Context: an optimization exercise on an open-source flow, tuned for small area and a short achievable clock period. The choices shown serve that exercise and are no tape-out recipe.
Function was checked by simulation only, so behaviour that the tests miss may differ from the original.

## flow/design.v (module list and top-level ports; edited modules follow where they fit)
// module ALU32Bit: 1307 lines
// module FA: 4 lines
// module HA: 4 lines
// module ALUTop: 35 lines
module ALUTop(Clk, ALUControl, A, B, Hi_in, Lo_in, ALUResult, Zero, Hi_out, Lo_out);
  // ...
==> flow/flow/run.sh <==
#!/bin/bash
set -euo pipefail
export SETUP_SLACK_MARGIN=8
bash standard.sh > standard.log 2>&1
==> flow/standard.sh <==
#!/bin/bash
# synth_recipe.tcl (not shown) runs the flow's synth.tcl, then flattens the netlist and writes it again
# the make line also repeats each setting of config.mk as NAME=value (left out here)
make -C /OpenROAD-flow-scripts/flow DESIGN_CONFIG=/design/flow/config.mk WORK_HOME=/design/flow/orfs CLKGATE_MAP_FILE= SYNTH_SCRIPT=/design/flow/synth_recipe.tcl "${@:-finish}"
==> flow/config.mk <==
export PLATFORM = sky130hd
export DESIGN_NAME = ALUTop
export DESIGN_NICKNAME = ALUTop
export VERILOG_FILES = /design/flow/design.v
export SDC_FILE = /design/flow/constraint.sdc
export NUM_CORES = 4
export LEC_CHECK = 0
export ABC_AREA = 1
export CAP_MARGIN = 20
export CORE_MARGIN = 2
export CORE_UTILIZATION = 40
export SLEW_MARGIN = 20
export SYNTH_HIERARCHICAL = 1
export SYNTH_MINIMUM_KEEP_SIZE = 0
==> flow/constraint.sdc <==
create_clock -name core_clock -period 14.0 [get_ports {Clk}]
set_input_delay 2.8000 -clock core_clock [delete_from_list [all_inputs] [get_ports {Clk}]]
set_output_delay 2.8000 -clock core_clock [all_outputs]
set_load 0.01 [all_outputs]
==> out/metrics.csv, run 1 <==
metric,value,unit
Worst setup startpoint,b_q[10],
crit path capture,Hi_out[27],
initial antenna violation count,23,
"FFs w/ async S/R, synth",0,%
"Clock buffers and inverters, area share",1.65,%
Pre-Repair DR Iteration Count,14,
Sink Count,235,
worst skew pair latency,0.62,ns
Area after DPL,0.0460,mm^2
Commonest cells post-synth,"nand2_1 (1085), xor2_1 (559), fa_1 (544)",
status,finished with violations,
fmax,0.144,GHz
Worst Setup Start Kind,flip-flop,
met2 wire length,99300,um
slowest CP cell,fa_1,
"top cells by area, synth","fa_1 (26%), xor2_1 (12%), dfxtp_1 (11%)",
tap cells,1391,
Critical Path AT,7.40,ns
ANT nets after route,0,
Final Max Slew Viols,3,
Synth Area in Simple Gates,18.1,%
H-tree Lvls,1,
max-cap violations,1,
number of distinct library cells after synthesis,64,
clk_skew,0.0325,ns
GPL Wtd Cong,1.10,
Via-to-Cell Ratio,6.71,
number of synthesized flops with an enable pin,0,
SO Viols,"capacitance limit, slew limit",
==> module ALUTop, before the edit <==
module ALUTop(Clk, ALUControl, A, B, Hi_in, Lo_in, ALUResult, Zero, Hi_out, Lo_out);
    input Clk;
    input [5:0] ALUControl;
    input [31:0] A, B, Hi_in, Lo_in;
    output reg [31:0] ALUResult;
    output reg Zero;
    output reg [31:0] Hi_out, Lo_out;
    reg [5:0] ctl_q;
    reg ar_q;       
    reg neg_q;      
    reg hl_q;       
    reg msub_q;     
    reg [31:0] a_q, b_q, hi_q, lo_q;
    wire [31:0] res_d, hi_d, lo_d;
    wire zero_d;
    ALU32Bit alu(.ALUControl(ctl_q), .op_ar(ar_q), .op_neg(neg_q), .op_hl(hl_q), .op_msub(msub_q), .A(a_q), .B(b_q), .ALUResult(res_d), .Zero(zero_d),
                 .Hi_in(hi_q), .Lo_in(lo_q), .Hi_out(hi_d), .Lo_out(lo_d));
    always @(posedge Clk) begin
        ctl_q <= ALUControl;
        ar_q <= (ALUControl[5:2] == 4'b0000) | (ALUControl == 6'h25) | (ALUControl == 6'h04) |
                (ALUControl == 6'h16) | (ALUControl == 6'h17) | (ALUControl == 6'h1F) | (ALUControl == 6'h20);
        neg_q <= (ALUControl == 6'h04) | (ALUControl == 6'h16) | (ALUControl == 6'h17) |
                 (ALUControl == 6'h1F) | (ALUControl == 6'h20);
        hl_q <= (ALUControl == 6'h08) | (ALUControl == 6'h09);
        msub_q <= (ALUControl == 6'h09);
        a_q <= A;
        b_q <= B;
        hi_q <= Hi_in;
        lo_q <= Lo_in;
        ALUResult <= res_d;
        Zero <= zero_d;
        Hi_out <= hi_d;
        Lo_out <= lo_d;
    end
endmodule
==> run 2: changes to the inputs <==
--- a/flow/design.v
+++ b/flow/design.v
@@ -1,15 +1,17 @@
 `timescale 1ns / 1ps
-module ALU32Bit(ALUControl, op_ar, op_neg, op_hl, op_msub, A, B, ALUResult, Zero, Hi_in, Lo_in, Hi_out, Lo_out);
+module ALU32Bit(ALUControl, op_ar, op_neg, op_hl, op_msub, bone, btwo, bneg, bhi, A, B, ALUResult, Zero, Hi_in, Lo_in, Hi_out, Lo_out);
     input [5:0] ALUControl;
     input op_ar;                        
     input op_neg;                       
     input op_hl;                        
     input op_msub;                      
+    input [15:0] bone, btwo, bneg;
+    input bhi;                          
     input [31:0] A;
     input [31:0] B;
     input [31:0] Hi_in;
     input [31:0] Lo_in;
     output [31:0] ALUResult;
     output Zero;
     output [31:0] Hi_out;
     output [31:0] Lo_out;
@@ -19,40 +21,27 @@
     wire op_mthi = (ALUControl == 6'h21);
     wire op_mtlo = (ALUControl == 6'h22);
     wire op_add  = (ALUControl[5:2] == 4'b0000) | (ALUControl == 6'h25);
     wire op_sub  = (ALUControl == 6'h04);
     wire op_slt  = (ALUControl == 6'h16) | (ALUControl == 6'h17) |
                    (ALUControl == 6'h1F) | (ALUControl == 6'h20);
     wire op_hilo = op_mult | op_madd | op_msub;
     wire op_low  = op_mul | op_add | op_sub;  
-    wire [33:0] bx = {1'b0, B, 1'b0};      
     wire [33:0] ax = {1'b0, A, 1'b0};      
-    wire [15:0] neg, one, two;
     wire [32:0] pp0, pp1, pp2, pp3, pp4, pp5, pp6, pp7;
     wire [32:0] pp8, pp9, pp10, pp11, pp12, pp13, pp14, pp15;
-    wire [31:0] pp16 = A & {32{B[31] & ~op_ar}};
+    wire [31:0] pp16 = A & {32{bhi}};
+    wire [15:0] neg = bneg;
     wire [32:0] ppr [0:15];
     genvar j, i;
     generate
-        for (j = 0; j < 16; j = j + 1) begin : benc
-            wire b0 = bx[2*j];
-            wire b1 = bx[2*j+1];
-            wire b2 = bx[2*j+2];
-            if (j == 0) begin : r0
-                assign neg[j] = b2 & ~op_ar;
-                assign one[j] = (b1 ^ b0) | op_ar;
-                assign two[j] = ((b2 & ~b1 & ~b0) | (~b2 & b1 & b0)) & ~op_ar;
-            end else begin : rj
-                assign neg[j] = b2 & ~op_ar;
-                assign one[j] = (b1 ^ b0) & ~op_ar;
-                assign two[j] = ((b2 & ~b1 & ~b0) | (~b2 & b1 & b0)) & ~op_ar;
-            end
-            for (i = 0; i < 33; i = i + 1) begin : bsel
-                assign ppr[j][i] = ((one[j] & ax[i+1]) | (two[j] & ax[i])) ^ neg[j];
+        for (j = 0; j < 16; j = j + 1) begin : bsel
+            for (i = 0; i < 33; i = i + 1) begin : bb
+                assign ppr[j][i] = ((bone[j] & ax[i+1]) | (btwo[j] & ax[i])) ^ bneg[j];
             end
         end
     endgenerate
     assign pp0 = ppr[0];   assign pp1 = ppr[1];   assign pp2 = ppr[2];   assign pp3 = ppr[3];
     assign pp4 = ppr[4];   assign pp5 = ppr[5];   assign pp6 = ppr[6];   assign pp7 = ppr[7];
     assign pp8 = ppr[8];   assign pp9 = ppr[9];   assign pp10 = ppr[10]; assign pp11 = ppr[11];
     assign pp12 = ppr[12]; assign pp13 = ppr[13]; assign pp14 = ppr[14]; assign pp15 = ppr[15];
     wire [63:0] cadd;
@@ -1240,50 +1229,34 @@
     wire fs588, fc588;
     FA ufs588 (.a(fs462), .b(fc523), .c(fs524), .s(fs588), .co(fc588));
     wire fs589, fc589;
     FA ufs589 (.a(fc462), .b(fc524), .c(fs525), .s(fs589), .co(fc589));
     wire fs590, fc590;
     FA ufs590 (.a(hc463), .b(fs526), .c(fc525), .s(fs590), .co(fc590));
     assign px = {fs590, fc588, fs588, fs587, fc585, fc584, fc583, fc582, fc581, fc580, fc579, fc578, fc577, fc576, fc575, fc574, fc573, fc572, fc571, fc570, fc569, fc568, fc567, fc566, fc565, fc564, fc563, fc562, fc561, fc560, fc559, fc558, fc557, fc556, fc555, fc554, fc553, fc552, fc551, fc550, fc549, fc548, fc547, fc546, fc545, fc544, fc543, fc542, fc541, fc540, fc539, fc538, fc537, fc536, fc535, fc534, fc533, fc532, fc531, fc530, fc529, fc528, hc527, hs464};
     assign py = {fc589, fs589, fc587, fc586, fs586, fs585, fs584, fs583, fs582, fs581, fs580, fs579, fs578, fs577, fs576, fs575, fs574, fs573, fs572, fs571, fs570, fs569, fs568, fs567, fs566, fs565, fs564, fs563, fs562, fs561, fs560, fs559, fs558, fs557, fs556, fs555, fs554, fs553, fs552, fs551, fs550, fs549, fs548, fs547, fs546, fs545, fs544, fs543, fs542, fs541, fs540, fs539, fs538, fs537, fs536, fs535, fs534, fs533, fs532, fs531, fs530, fs529, fs528, hs527};
-    wire [63:0] hp = px ^ py;
-    wire [63:0] gk [0:6];
-    wire [63:0] pk [0:6];
-    assign gk[0] = px & py;
-    assign pk[0] = hp;
-    genvar k;
-    generate
-        for (k = 0; k < 6; k = k + 1) begin : ks
-            assign gk[k+1] = gk[k] | (pk[k] & {gk[k][63-(1<<k):0], {(1<<k){1'b0}}});
-            assign pk[k+1] = pk[k] & {pk[k][63-(1<<k):0], {(1<<k){1'b1}}};
-        end
-    endgenerate
-    wire [63:0] cy = {gk[6][62:0], 1'b0};
-    wire [63:0] prod = hp ^ cy;
-    wire [63:0] mres = (hp ^ {64{op_msub}}) ^ cy;
-    wire [31:0] zc = {px[30:0] | py[30:0], 1'b0};
-    wire zsum = &(~(px[31:0] ^ py[31:0] ^ zc));
-    assign Hi_out = op_hilo ? mres[63:32] : (op_mthi ? A : Hi_in);
-    assign Lo_out = op_hilo ? mres[31:0]  : (op_mtlo ? A : Lo_in);
+    wire ltu;
+    reg [31:0] r;                       
+    ALUOut fin(.px(px), .py(py), .op_msub(op_msub), .op_hilo(op_hilo), .op_low(op_low),
+               .op_slt(op_slt), .hi_o(op_mthi ? A : Hi_in), .lo_o(op_mtlo ? A : Lo_in), .r(r),
+               .ALUResult(ALUResult), .Zero(Zero), .Hi_out(Hi_out), .Lo_out(Lo_out), .ltu(ltu));
     wire op_sll = (ALUControl == 6'h12) | (ALUControl == 6'h14);
     wire op_sra = (ALUControl == 6'h1C);
     wire op_rot = (ALUControl == 6'h1A) | (ALUControl == 6'h1B);
     wire [31:0] shd = op_sra ? A : B;
     wire [31:0] sha = op_sra ? B : A;
     wire [31:0] fx = op_rot ? B : (op_sll ? {1'b0, B[31:1]} : 32'b0);
     wire [31:0] fy = op_sll ? {B[0], 31'b0} : shd;
     wire [4:0] fk = sha[4:0] ^ {5{op_sll}};
     wire [63:0] fun = {fx, fy} >> fk;
     wire sh_small = ~|sha[31:5];
     wire [31:0] shres = sh_small ? fun[31:0] : ((op_rot & (A == 32'd32)) ? B : 32'b0);
     wire eq = (A == B);
     wire a_nz = |A;
-    wire ltu = prod[32];
-    reg [31:0] r;
     always @(*) begin
         case (ALUControl)
             6'h0A, 6'h0B : r = A & B;
             6'h0C : r = A | B;
             6'h0D : r = ~(A | B);
             6'h0E, 6'h10 : r = A ^ B;
             6'h0F : r = A | {16'h0000, B[15:0]};
             6'h11 : r = {{16{B[15]}}, B[15:0]};
@@ -1298,16 +1271,52 @@
             6'h28 : r = {31'b0, ~eq};
             6'h29 : r = {31'b0, eq};
             6'h2A : r = {31'b0, A[31] | ~a_nz};
             6'h2B : r = {31'b0, ~A[31] & a_nz};
             6'h2C : r = {31'b0, ~A[31]};
             default : r = 32'b0;
         endcase
     end
+endmodule
+module ALUOut(px, py, op_msub, op_hilo, op_low, op_slt, hi_o, lo_o, r, ALUResult, Zero, Hi_out, Lo_out, ltu);
+    input [63:0] px, py;
+    input op_msub, op_hilo, op_low, op_slt;
+    input [31:0] hi_o, lo_o, r;
+    output [31:0] ALUResult;
+    output Zero;
+    output [31:0] Hi_out, Lo_out;
+    output ltu;
+    wire [63:0] hp = px ^ py;
+    wire [63:0] gk [0:6];
+    wire [63:0] pk [0:6];
+    assign gk[0] = px & py;
+    assign pk[0] = hp;
+    genvar k, i;
+    generate
+        for (k = 0; k < 6; k = k + 1) begin : sk
+            for (i = 0; i < 64; i = i + 1) begin : b
+                if ((i >> k) & 1) begin : c
+                    assign gk[k+1][i] = gk[k][i] | (pk[k][i] & gk[k][((i >> k) << k) - 1]);
+                    assign pk[k+1][i] = pk[k][i] & pk[k][((i >> k) << k) - 1];
+                end else begin : p
+                    assign gk[k+1][i] = gk[k][i];
+                    assign pk[k+1][i] = pk[k][i];
+                end
+            end
+        end
+    endgenerate
+    wire [63:0] cy = {gk[6][62:0], 1'b0};
+    wire [63:0] prod = hp ^ cy;
+    wire [63:0] mres = (hp ^ {64{op_msub}}) ^ cy;
+    wire [31:0] zc = {px[30:0] | py[30:0], 1'b0};
+    wire zsum = &(~(px[31:0] ^ py[31:0] ^ zc));
+    assign Hi_out = op_hilo ? mres[63:32] : hi_o;
+    assign Lo_out = op_hilo ? mres[31:0]  : lo_o;
+    assign ltu = prod[32];
     assign ALUResult = op_low ? prod[31:0] : (op_slt ? {31'b0, ltu} : r);
     assign Zero = op_low ? zsum : (op_slt ? ~ltu : ~|r);
 endmodule
 module FA(input a, input b, input c, output s, output co);
     assign s = a ^ b ^ c;
     assign co = (a & b) | (a & c) | (b & c);
 endmodule
 module HA(input a, input b, output s, output co);
@@ -1322,29 +1331,54 @@
     output reg [31:0] ALUResult;
     output reg Zero;
     output reg [31:0] Hi_out, Lo_out;
     reg [5:0] ctl_q;
     reg ar_q;       
     reg neg_q;      
     reg hl_q;       
     reg msub_q;     
+    reg [15:0] bone_q, btwo_q, bneg_q;
+    reg bhi_q;
+    wire ar_d = (ALUControl[5:2] == 4'b0000) | (ALUControl == 6'h25) | (ALUControl == 6'h04) |
+                (ALUControl == 6'h16) | (ALUControl == 6'h17) | (ALUControl == 6'h1F) | (ALUControl == 6'h20);
+    wire [33:0] bx = {1'b0, B, 1'b0};     
+    wire [15:0] bone_d, btwo_d, bneg_d;
+    genvar j;
+    generate
+        for (j = 0; j < 16; j = j + 1) begin : benc
+            wire b0 = bx[2*j];
+            wire b1 = bx[2*j+1];
+            wire b2 = bx[2*j+2];
+            if (j == 0) begin : r0
+                assign bone_d[j] = (b1 ^ b0) | ar_d;
+            end else begin : rj
+                assign bone_d[j] = (b1 ^ b0) & ~ar_d;
+            end
+            assign btwo_d[j] = ((b2 & ~b1 & ~b0) | (~b2 & b1 & b0)) & ~ar_d;
+            assign bneg_d[j] = b2 & ~ar_d;
+        end
+    endgenerate
     reg [31:0] a_q, b_q, hi_q, lo_q;
     wire [31:0] res_d, hi_d, lo_d;
     wire zero_d;
-    ALU32Bit alu(.ALUControl(ctl_q), .op_ar(ar_q), .op_neg(neg_q), .op_hl(hl_q), .op_msub(msub_q), .A(a_q), .B(b_q), .ALUResult(res_d), .Zero(zero_d),
+    ALU32Bit alu(.ALUControl(ctl_q), .op_ar(ar_q), .op_neg(neg_q), .op_hl(hl_q), .op_msub(msub_q),
+                 .bone(bone_q), .btwo(btwo_q), .bneg(bneg_q), .bhi(bhi_q), .A(a_q), .B(b_q), .ALUResult(res_d), .Zero(zero_d),
                  .Hi_in(hi_q), .Lo_in(lo_q), .Hi_out(hi_d), .Lo_out(lo_d));
     always @(posedge Clk) begin
         ctl_q <= ALUControl;
-        ar_q <= (ALUControl[5:2] == 4'b0000) | (ALUControl == 6'h25) | (ALUControl == 6'h04) |
-                (ALUControl == 6'h16) | (ALUControl == 6'h17) | (ALUControl == 6'h1F) | (ALUControl == 6'h20);
+        ar_q <= ar_d;
         neg_q <= (ALUControl == 6'h04) | (ALUControl == 6'h16) | (ALUControl == 6'h17) |
                  (ALUControl == 6'h1F) | (ALUControl == 6'h20);
         hl_q <= (ALUControl == 6'h08) | (ALUControl == 6'h09);
         msub_q <= (ALUControl == 6'h09);
+        bone_q <= bone_d;
+        btwo_q <= btwo_d;
+        bneg_q <= bneg_d;
+        bhi_q <= B[31] & ~ar_d;
         a_q <= A;
         b_q <= B;
         hi_q <= Hi_in;
         lo_q <= Lo_in;
         ALUResult <= res_d;
         Zero <= zero_d;
         Hi_out <= hi_d;
         Lo_out <= lo_d;
==> run 2 against run 1 <==
Effect of this change:
- now clean on timing, DRC and antenna
- hold slack got worse by 0.0066 ns
- clock-buffer cell count increased by 14
- non-clock buffer count decreased by 208
- flip-flop and latch count increased by 48
- critical endpoint is now Zero
- global-route usage decreased by 7.4 points
- critical path depth decreased by 9
==> out/metrics.csv, run 2 <==
metric,value,unit,change
H-tree Lvls,2,,+1
Via-to-Cell Ratio,6.38,,-4.9%
via count,45700,,
"commonest non-fill, non-tap cells in the layout","nand2_1 (1115), xor2_1 (591), fa_1 (528), nand3_1 (520), o22ai_1 (484)",,
Setup crit end kind,flip-flop,,
Worst Setup Start Kind,flip-flop,,
RSZ-0062 raised after global routing,true,,
Pre-Repair DR Iteration Count,8,,-6
global route overflow,0,,
# rows,121,,
post-route minimum period,5.95,ns,
Slew Limit Headroom,23.7,%,
Worst EP required,14.51,ns,
synthesized area per cell,7.79,um^2,
Buffers on Ports,231,,
# nets final,6605,,
post-DP HPWL,157000,um,
FF-to-FF Start,bneg_q[10],,
final-report setup violation count,0,,
Die Area,0.113,mm^2,
worst hold path type,reg -> reg,,
WL final,227000,um,
Final Max Slew Viols,0,,-3
"CTS clk-pin slew, worst paths",0.06,ns,
Synth Warn #,9,,
I/O pin cnt,232,,
"CP delay by family, top",adder cells,,
worst-path cell chain,"buf_6, inv_1, xor2_2, fa_1, fa_1, fa_1, fa_1, inv_1, ha_2, nand2_1, nand2_1, a21oi_2, nand2_4, a21oi_4, nand2_8, clkinv_4, fa_2, and3_4, nor2_2, nand2_1",,
Least-Margin Pin Slew,1.13,ns,
slowest CP cell,xor2_2,,
peak fanout along the critical path,33,,
setup TNS,0,ns,
hold path endpoint,Lo_out[4],,
GPL Wtd Cong,1.07,,-2.1%
# DRC,0,,
Fin. Hold Viols,0,,
status,no timing/DRC/antenna violations,,
Sink Count,283,,+20%
R2R depth,20,,
Finished Core Util,47.5,%,
worst hold path depth,4,,
gr usage total,38.8,%,
first-pass GRT wire length,315000,um,
ANT nets after route,0,,unchanged
"commonest non-fill, non-tap cell in the layout",nand2_1,,
fmax,0.168,GHz,+17%
Die Ht,336,um,
r2r endpoint,Zero,,
Mapped Area,0.0440,mm^2,
DIE WIDTH,336,um,
clock root cell,clkbuf_16,,
Clock Path Buffers,3,,
initial core utilization,40.4,%,
r2r setup slk,8.05,ns,
layout cells sized above 1,12.1,%,
Critical Path AT,6.47,ns,-0.93 ns
TritonCTS clock tree,built,,
WP buf/inv,4,,
Area Growth Syn to Fin,17.5,%,
CP max stage delay,0.61,ns,
post-synthesis cell count,5651,,
period utilization,42.5,%,
first-iteration detailed-routing DRC count,6606,,
worst skew pair latency,0.65,ns,+0.03 ns
largest net degree at the start of global routing,65,,
FILL cells,10600,,
kind of critical path,reg -> reg,,
hold_sp,lo_q[4],,
CP dominant cell by count,fa_1,,
max-cap violations,0,,-1
initial antenna violation count,11,,-52%
core area,0.109,mm^2,
WL/cell,31.7,um,
CTS Buf Count,36,,
vias in the first global route,44100,,
clk_skew,0.0549,ns,+0.0225 ns
-- run 2: timing repair --
action                                 4_1_cts  5_1_grt
cloned                                      13       11
endpoints found under the hold margin        0        0
gates resized for setup                    276      245
pin swaps                                   10       70
setup endpoints to repair                   66       40
buffers inserted                            39       48
hold buffers                                 0        0
-- run 2: worst max path at each step --
| stage | start | to | cells after the start |
|---|---|---|---|
| 6_report | bneg_q[10] | Zero | 20 |
| 5_1_grt | btwo_q[0] | Zero | 25 |
| 4_1_cts | a_q[20] | Zero | 23 |
| 3_5_place_dp | a_q[13] | Zero | 22 |
| 3_3_place_gp | a_q[15] | Zero | 22 |
| 2_1_floorplan | a_q[23] | Zero | 25 |
-- run 2: per-stage QoR --
step                      cells  area (um^2)  setup WS (ns)  hold slack [ns]
final                      7159        51700           8.05            0.691
after CTS                  7097        50100           8.00            0.684
after floorplan            5666        44100           8.00            0.549
after global placement     6981        47200           6.72            0.665
after global routing       7156        51700           7.90            0.724
after detailed placement   6981        47200           6.65            0.666
-- run 2: area by class of cell --
type                       count  area [um^2]  share of cell area (%)
inverter                     420         1750                    3.38
clock inverter                20          204                   0.394
timing repair inverter         2         10.0                  0.0193
timing repair buffer         464         5200                    10.1
tap                         1414         1770                    3.42
multi-input combinational   4509        36000                    69.5
clock buffer                  44          992                    1.92
sequential                   283         5820                    11.3
antenna                        3         7.51                  0.0145
-- run 2: per-layer routing --
layer	routed length [um]	up-vias	GRT usage (%)
met3	34200	1084	16.6
met5	355	-	0
met2	92200	3631	55.7
li1	-	18900	-
met1	81400	22100	47.4
met4	18800	18	25.1
-- run 2: tightest hold or removal path: stages, from the launching register on --
cell	delay, ns
dfxtp_1	0.35
nand2_1	0.08
o21ai_0	0.07
nand2_1	0.06
o21ai_0	0.07

[afterwards: timing with drivers on the ports]
In the flow no input, the clock included, has a driving cell. The finished layouts below were timed again as built, in two steps.
Step 1: set_driving_cell puts a clkbuf_16 on Clk and a buf_2 on each other input, an assumption about the parent block.
Step 2 also shifts input and output timing later by t, the mid clock arrival at the registers, as if the neighbouring blocks saw the same clock.
Slacks: no drivers / after step 1 / after step 2; pairs: no drivers / after step 1.
run | t, ns | setup slack, ns | clock arrival spread, ns | pins driven straight from the clock port
run 1 | 0.666 | 7.041 / 7.041 / 7.041 | 0.033 / 0.032 | 1
run 2 | 0.698 | 8.046 / 8.046 / 8.046 | 0.057 / 0.058 | 1
